From an optimization exercise on the open Yosys and OpenROAD flow, aimed at small area and a short achievable clock period; shortcuts taken in it are not production practice. Where RTL was checked, it was by simulation tests only, not by an equivalence proof against the original. Power is estimated from default activity; no workload was simulated.

==> module MY_CPU, before the edit <==
module MY_CPU (clk, nRESET, instr, pc, cc, dbg_addr, dbg_data);
	input clk;
	input nRESET;
	input [15:0] instr;
	output [15:0] pc;
	output [3:0] cc;
	input [2:0] dbg_addr;
	output [15:0] dbg_data;
	reg [14:0] pc_q;   
	reg [3:0] cc;
	assign pc = {pc_q, 1'b0};
	wire [15:0] pc_c;
	assign pc_c[0] = 1'b1;
	genvar t;
	generate for (t = 0; t < 15; t = t + 1) begin : g_pc
		assign pc_c[t + 1] = pc_c[t] & pc_q[t];
	end endgenerate
	always @(posedge clk or negedge nRESET)
		if (!nRESET) pc_q <= 15'b0;
		else pc_q <= pc_q ^ pc_c[14:0];
	wire [2:0] op = instr[14:12];
	wire i = instr[11];
	wire [2:0] rD = instr[10:8];
	wire [2:0] rA = instr[7:5];
	wire [2:0] rB = instr[4:2];
	wire [15:0] imm = {{11{instr[4]}}, instr[4:0]};
	wire valid = ~(op == 3'd7 & i);   
	reg [15:0] rf [0:7];
	reg [7:0] v;
	wire [15:0] res;
	wire [7:0] we;
	genvar k;
	generate for (k = 0; k < 8; k = k + 1) begin : g_rf
		assign we[k] = valid & (rD == k);
		always @(posedge clk)
			if (we[k]) rf[k] <= res;
	end endgenerate
	always @(posedge clk or negedge nRESET)
		if (!nRESET) v <= 8'b0;
		else v <= v | we;
	function [7:0] sel;
		input [2:0] a;
		input [7:0] vv;
		reg [3:0] lo;
		reg [7:0] hv;
		integer j;
		begin
			for (j = 0; j < 4; j = j + 1)
				lo[j] = (a[1:0] == j);
			for (j = 0; j < 8; j = j + 1)
				hv[j] = (a[2] == j[2]) & vv[j];
			for (j = 0; j < 8; j = j + 1)
				sel[j] = lo[j % 4] & hv[j];
		end
	endfunction
	function [15:0] rd;
		input [7:0] s;
		input [127:0] d;
		integer j;
		begin
			rd = 16'b0;
			for (j = 0; j < 8; j = j + 1)
				rd = rd | ({16{s[j]}} & d[16*j +: 16]);
		end
	endfunction
	wire [127:0] rflat = {rf[7], rf[6], rf[5], rf[4], rf[3], rf[2], rf[1], rf[0]};
	wire [15:0] A = rd(sel(rA, v), rflat);
	wire [15:0] rb = rd(sel(rB, v & {8{~i}}), rflat);   
	assign dbg_data = rd(sel(dbg_addr, v), rflat);
	wire [15:0] B = rb | (imm & {16{i}});
	wire sub = (op == 3'd2);
	wire [15:0] Bx = B ^ {16{sub}};
	wire [15:0] g0 = A & Bx;
	wire [15:0] p0 = A ^ Bx;
	reg [15:0] G, P;
	integer lv, b;
	always @(*) begin
		G = g0; P = p0;
		G[0] = g0[0] | (p0[0] & sub);
		for (lv = 0; lv < 4; lv = lv + 1)
			for (b = 0; b < 16; b = b + 1)
				if ((b >> lv) & 1) begin
					G[b] = G[b] | (P[b] & G[((b >> lv) << lv) - 1]);
					P[b] = P[b] & P[((b >> lv) << lv) - 1];
				end
	end
	wire [16:0] cy = {G, sub};
	wire [15:0] sum = p0 ^ cy[15:0];
	wire cout = cy[16];
	wire s_shl = (op == 3'd3);
	wire s_shr = (op == 3'd4);
	reg [15:0] sh, nx;
	integer sl;
	always @(*) begin
		sh = A;
		for (sl = 0; sl < 4; sl = sl + 1) begin
			for (b = 0; b < 16; b = b + 1)
				nx[b] = (B[sl] & s_shl & (b >= (1 << sl)) & sh[(b - (1 << sl)) & 15]) |
					(B[sl] & s_shr & (b + (1 << sl) < 16) & sh[(b + (1 << sl)) & 15]) |
					(~B[sl] & (s_shl | s_shr) & sh[b]);
			sh = nx;
		end
	end
	wire s_mov = (op == 3'd1), s_and = (op == 3'd5), s_or = (op == 3'd6), s_not = (op == 3'd7);
	wire [15:0] lg = ({16{s_mov}} & B) | ({16{s_and | s_or}} & g0) | ({16{s_or}} & p0) | ({16{s_not}} & ~B);
	wire s_add = (op == 3'd0) | (op == 3'd2);
	wire [15:0] r = ({16{s_add}} & sum) | sh | lg;
	assign res = r;
	wire [15:0] Bi = imm ^ {16{sub}};
	wire [15:0] zx = A ^ Bi;
	wire [15:0] zo = {A[14:0] | Bi[14:0], sub};
	wire Z_add = ~|(zx ^ zo);
	wire [3:0] s = instr[3:0];
	reg [15:0] m;
	integer q;
	always @(*)
		for (q = 0; q < 16; q = q + 1)
			m[q] = s_shl ? (q <= 15 - s) : (q >= s);
	wire Z_sh = ~|(A & m);
	wire Z_lg = ~|lg;
	wire N = r[15];
	wire Z = s_add ? Z_add : (s_shl | s_shr) ? Z_sh : Z_lg;
	wire C = (op == 3'd0) & cout;
	wire V = (op == 3'd3) ? (A[15] ^ sh[15]) :
		(op == 3'd0) ? ((A[15] == B[15]) & (sum[15] ^ A[15])) : 1'b0;
	always @(posedge clk or negedge nRESET)
		if (!nRESET) cc <= 4'b0;
		else if (valid & i) cc <= {N, Z, C, V};
		else cc <= 4'b0;
endmodule
Settings: LEC_CHECK=0, CAP_MARGIN=10, CORE_MARGIN=2, CORE_UTILIZATION=40, SETUP_SLACK_MARGIN=2.5, SLEW_MARGIN=10; clock period 7.0 ns.
standard.sh (not shown) runs the stock make flow with config.mk's settings and CLKGATE_MAP_FILE= SYNTH_SCRIPT=/design/flow/synth_recipe.tcl, a recipe that flattens the netlist after the stock synthesis.
==> flow/flow/run.sh <==
#!/bin/bash
# Layout flow: the standard ORFS flow with these changes:
#  - synthesis maps with flow/abc.script, the pc incrementer with flow/abc_area.script
#    (flow/my_synth.tcl swaps them into ORFS's
#    synthesis; everything else there is the standard synthesis);
#  - no full/half adder extraction in synthesis (ADDER_MAP_FILE empty);
#  - port buffers are sky130_fd_sc_hd__buf_1 instead of the resizer's default pick;
#  - clock tree from clkbuf_4/clkbuf_8 without dummy loads.
# The make output is kept in flow_make.log; ORFS's own logs stay under orfs/logs.
set -euo pipefail
here=$(pwd)
export MY_ABC_SCRIPT=$here/flow/abc.script
export MY_ABC_AREA_SCRIPT=$here/flow/abc_area.script
bash standard.sh ADDER_MAP_FILE= \
  SYNTH_SCRIPT=$here/flow/my_synth.tcl \
  "BUFFER_PORTS_ARGS=-buffer_cell sky130_fd_sc_hd__buf_1" \
  "CTS_ARGS=-sink_clustering_enable -repair_clock_nets -dont_use_dummy_load -buf_list {sky130_fd_sc_hd__clkbuf_4 sky130_fd_sc_hd__clkbuf_8}" \
  finish > flow_make.log 2>&1
==> flow/flow/abc.script <==
strash
dch
map -D 2000
topo
buffer -c
upsize -c
dnsize -c
==> flow/flow/abc_area.script <==
strash
&get -n
&st
&dch
&nf -p -R 0
&put
topo
==> flow/flow/my_synth.tcl <==
# The standard flow's synth_recipe.tcl (standard ORFS synthesis, no fsm/share, flattened, renamed)
# with one change: ABC maps with flow/abc.script, and the pc incrementer (the logic
# cone of the pc_q flip-flops, which has the whole cycle) is first mapped on its own
# with flow/abc_area.script for area.
proc synth {args} { yosys synth -nofsm -noshare {*}$args }
proc abc {args} {
  set i [lsearch -exact $args -script]
  if { $i >= 0 } {
    set a [lreplace $args [expr {$i + 1}] [expr {$i + 1}] $::env(MY_ABC_AREA_SCRIPT)]
    yosys select -set pcl c:pc_q* %ci1:+\[D\] %ci* t:sky130_fd_sc_hd__* %d
    yosys abc {*}$a @pcl
    set args [lreplace $args [expr {$i + 1}] [expr {$i + 1}] $::env(MY_ABC_SCRIPT)]
  }
  puts "my abc: $args"
  yosys abc {*}$args
}
source $::env(SCRIPTS_DIR)/synth.tcl
# left out here: clear keep_hierarchy, flatten, clean up, hide names made inside functions, write 1_2_yosys.v
Edit:
--- a/flow/design.v
+++ b/flow/design.v
@@ -42,15 +42,7 @@
 		input [2:0] a;
 		input [7:0] vv;
-		reg [3:0] lo;
-		reg [7:0] hv;
 		integer j;
-		begin
-			for (j = 0; j < 4; j = j + 1)
-				lo[j] = (a[1:0] == j);
-			for (j = 0; j < 8; j = j + 1)
-				hv[j] = (a[2] == j[2]) & vv[j];
-			for (j = 0; j < 8; j = j + 1)
-				sel[j] = lo[j % 4] & hv[j];
-		end
+		for (j = 0; j < 8; j = j + 1)
+			sel[j] = (a == j) & vv[j];
 	endfunction
 	function [15:0] rd;
@@ -66,7 +58,7 @@
 	wire [127:0] rflat = {rf[7], rf[6], rf[5], rf[4], rf[3], rf[2], rf[1], rf[0]};
 	wire [15:0] A = rd(sel(rA, v), rflat);
-	wire [15:0] rb = rd(sel(rB, v & {8{~i}}), rflat);   
+	wire [15:0] rb = rd(sel(rB, v), rflat);
 	assign dbg_data = rd(sel(dbg_addr, v), rflat);
-	wire [15:0] B = rb | (imm & {16{i}});
+	wire [15:0] B = i ? imm : rb;
 	wire sub = (op == 3'd2);
 	wire [15:0] Bx = B ^ {16{sub}};
Outcome: Global-route usage rose by 0.36 points; clock-buffer cell count stays the same; hold slack improved by 0.0065 ns; sequential share of layout area fell by 0.67 points; combinational power rose by 3.6%; area after synthesis barely changes; die area stays flat; non-clock buffer count rose by 20; total power is about the same; wire length rose by 2.3%; sequential power stays flat; via count rose by 4.0%; setup slack got worse by 0.031 ns; register-to-register slack improved by 0.03 ns.


Another version of the RTL of MY_CPU (not shown whole).
Size: about 930 cells after synthesis, ~9700 sq um of cells after synthesis.
==> module MY_CPU, before the edit <==
module MY_CPU (clk, nRESET, instr, pc, cc, dbg_addr, dbg_data);
	input clk;
	input nRESET;
	input [15:0] instr;
	output [15:0] pc;
	output [3:0] cc;
	input [2:0] dbg_addr;
	output [15:0] dbg_data;
	reg [14:0] pc_q;   
	reg [3:0] cc;
	assign pc = {pc_q, 1'b0};
	wire [15:0] pc_c;
	assign pc_c[0] = 1'b1;
	genvar t;
	generate for (t = 0; t < 15; t = t + 1) begin : g_pc
		assign pc_c[t + 1] = pc_c[t] & pc_q[t];
	end endgenerate
	always @(posedge clk or negedge nRESET)
		if (!nRESET) pc_q <= 15'b0;
		else pc_q <= pc_q ^ pc_c[14:0];
	wire [2:0] op = instr[14:12];
	wire i = instr[11];
	wire [2:0] rD = instr[10:8];
	wire [2:0] rA = instr[7:5];
	wire [2:0] rB = instr[4:2];
	wire [15:0] imm = {{11{instr[4]}}, instr[4:0]};
	wire valid = ~(op == 3'd7 & i);   
	reg [15:0] rf [0:7];
	reg [7:0] v;
	wire [15:0] res;
	wire [7:0] we;
	genvar k;
	generate for (k = 0; k < 8; k = k + 1) begin : g_rf
		assign we[k] = valid & (rD == k);
		always @(posedge clk)
			if (we[k]) rf[k] <= res;
	end endgenerate
	always @(posedge clk or negedge nRESET)
		if (!nRESET) v <= 8'b0;
		else v <= v | we;
	function [7:0] sel;
		input [2:0] a;
		input [7:0] vv;
		reg [3:0] lo;
		reg [7:0] hv;
		integer j;
		begin
			for (j = 0; j < 4; j = j + 1)
				lo[j] = (a[1:0] == j);
			for (j = 0; j < 8; j = j + 1)
				hv[j] = (a[2] == j[2]) & vv[j];
			for (j = 0; j < 8; j = j + 1)
				sel[j] = lo[j % 4] & hv[j];
		end
	endfunction
	function [15:0] rd;
		input [7:0] s;
		input [127:0] d;
		integer j;
		begin
			rd = 16'b0;
			for (j = 0; j < 8; j = j + 1)
				rd = rd | ({16{s[j]}} & d[16*j +: 16]);
		end
	endfunction
	wire [127:0] rflat = {rf[7], rf[6], rf[5], rf[4], rf[3], rf[2], rf[1], rf[0]};
	wire [15:0] A = rd(sel(rA, v), rflat);
	wire [15:0] rb = rd(sel(rB, v & {8{~i}}), rflat);   
	assign dbg_data = rd(sel(dbg_addr, v), rflat);
	wire [15:0] B = rb | (imm & {16{i}});
	wire sub = (op == 3'd2);
	wire [15:0] Bx = B ^ {16{sub}};
	wire [15:0] g0 = A & Bx;
	wire [15:0] p0 = A ^ Bx;
	reg [15:0] G, P;
	integer lv, b;
	always @(*) begin
		G = g0; P = p0;
		G[0] = g0[0] | (p0[0] & sub);
		for (lv = 0; lv < 4; lv = lv + 1)
			for (b = 0; b < 16; b = b + 1)
				if ((b >> lv) & 1) begin
					G[b] = G[b] | (P[b] & G[((b >> lv) << lv) - 1]);
					P[b] = P[b] & P[((b >> lv) << lv) - 1];
				end
	end
	wire [16:0] cy = {G, sub};
	wire [15:0] sum = p0 ^ cy[15:0];
	wire cout = cy[16];
	wire s_shl = (op == 3'd3);
	wire s_shr = (op == 3'd4);
	reg [15:0] sh, nx;
	integer sl;
	always @(*) begin
		sh = A;
		for (sl = 0; sl < 4; sl = sl + 1) begin
			for (b = 0; b < 16; b = b + 1)
				nx[b] = (B[sl] & s_shl & (b >= (1 << sl)) & sh[(b - (1 << sl)) & 15]) |
					(B[sl] & s_shr & (b + (1 << sl) < 16) & sh[(b + (1 << sl)) & 15]) |
					(~B[sl] & (s_shl | s_shr) & sh[b]);
			sh = nx;
		end
	end
	wire s_mov = (op == 3'd1), s_and = (op == 3'd5), s_or = (op == 3'd6), s_not = (op == 3'd7);
	wire [15:0] lg = ({16{s_mov}} & B) | ({16{s_and | s_or}} & g0) | ({16{s_or}} & p0) | ({16{s_not}} & ~B);
	wire s_add = (op == 3'd0) | (op == 3'd2);
	wire [15:0] r = ({16{s_add}} & sum) | sh | lg;
	assign res = r;
	wire [15:0] zo = {g0[14:0] | p0[14:0], sub};
	wire Z_add = ~|(p0 ^ zo);
	wire [3:0] s = instr[3:0];
	reg [15:0] m;
	integer q;
	always @(*)
		for (q = 0; q < 16; q = q + 1)
			m[q] = s_shl ? (q <= 15 - s) : (q >= s);
	wire Z_sh = ~|(A & m);
	wire Z_lg = ~|lg;
	wire N = r[15];
	wire Z = s_add ? Z_add : (s_shl | s_shr) ? Z_sh : Z_lg;
	wire C = (op == 3'd0) & cout;
	wire V = (op == 3'd3) ? (A[15] ^ sh[15]) :
		(op == 3'd0) ? ((A[15] == B[15]) & (sum[15] ^ A[15])) : 1'b0;
	always @(posedge clk or negedge nRESET)
		if (!nRESET) cc <= 4'b0;
		else if (valid & i) cc <= {N, Z, C, V};
		else cc <= 4'b0;
endmodule
clock: 7.0 ns
lec_check: 0
cap_margin: 10
core_margin: 2
core_utilization: 40
setup_slack_margin: 2.5
slew_margin: 10
==> flow/flow/abc.script <==
strash
&get -n
&st
&dch
&nf -p -D 2000
&put
topo
upsize -c
dnsize -c
Scripts as last shown in full above: flow/flow/run.sh, flow/flow/abc_area.script, flow/flow/my_synth.tcl
Next try:
--- a/flow/design.v
+++ b/flow/design.v
@@ -41,17 +41,9 @@
 	function [7:0] sel;
 		input [2:0] a;
 		input [7:0] vv;
-		reg [3:0] lo;
-		reg [7:0] hv;
 		integer j;
-		begin
-			for (j = 0; j < 4; j = j + 1)
-				lo[j] = (a[1:0] == j);
-			for (j = 0; j < 8; j = j + 1)
-				hv[j] = (a[2] == j[2]) & vv[j];
-			for (j = 0; j < 8; j = j + 1)
-				sel[j] = lo[j % 4] & hv[j];
-		end
+		for (j = 0; j < 8; j = j + 1)
+			sel[j] = (a == j) & vv[j];
 	endfunction
 	function [15:0] rd;
 		input [7:0] s;
Result:
- The changed run finished with timing, DRC and antenna clean
- via count is higher by 1.3%
- global-route usage is higher by 1.1 points
- final area is lower by about 0.9%
- routed wire length is higher by 3.2%
- first-iteration DRC count is higher by about 3.5%
- worst hold slack is about the same
- power barely changes
- core utilization is higher by 0.62 points
Function was not checked in any run of this note: the RTL went through the layout flow alone.

-- static timing again, ports no longer ideal --
No port has a modelled driver above. Below, the same layouts with a new extraction and two added sets of constraints.
Step 1 assumes that a clkbuf_16 drives the clock port and a buf_2 every other input.
Step 2, shift: input delay + t, output delay - t, t = (earliest + latest rising clock arrival at the registers) / 2. This alone moves slack from input paths to output paths.
Slacks: no drivers / after step 1 / after step 2; pairs: no drivers / after step 1.
| run | shift t [ns] | setup slack, ns | worst register clock-pin slew, ns | pins driven straight from the clock port |
|---|---|---|---|---|
| the first run of note 1 | 0.506 | 2.555 / 2.525 / 2.081 | 0.10 / 0.10 | 1 |
| the second run of note 1 | 0.499 | 2.524 / 2.519 / 2.045 | 0.10 / 0.10 | 1 |
| the first run of note 2 | 0.490 | 2.438 / 2.399 / 1.909 | 0.09 / 0.09 | 1 |
| the second run of note 2 | 0.500 | 2.463 / 2.457 / 1.957 | 0.10 / 0.10 | 1 |
After both steps every run listed still meets setup and hold. The setup slack of the first run of note 2, which loses most, moves by -0.039 ns with the drivers and by -0.529 ns with both steps.
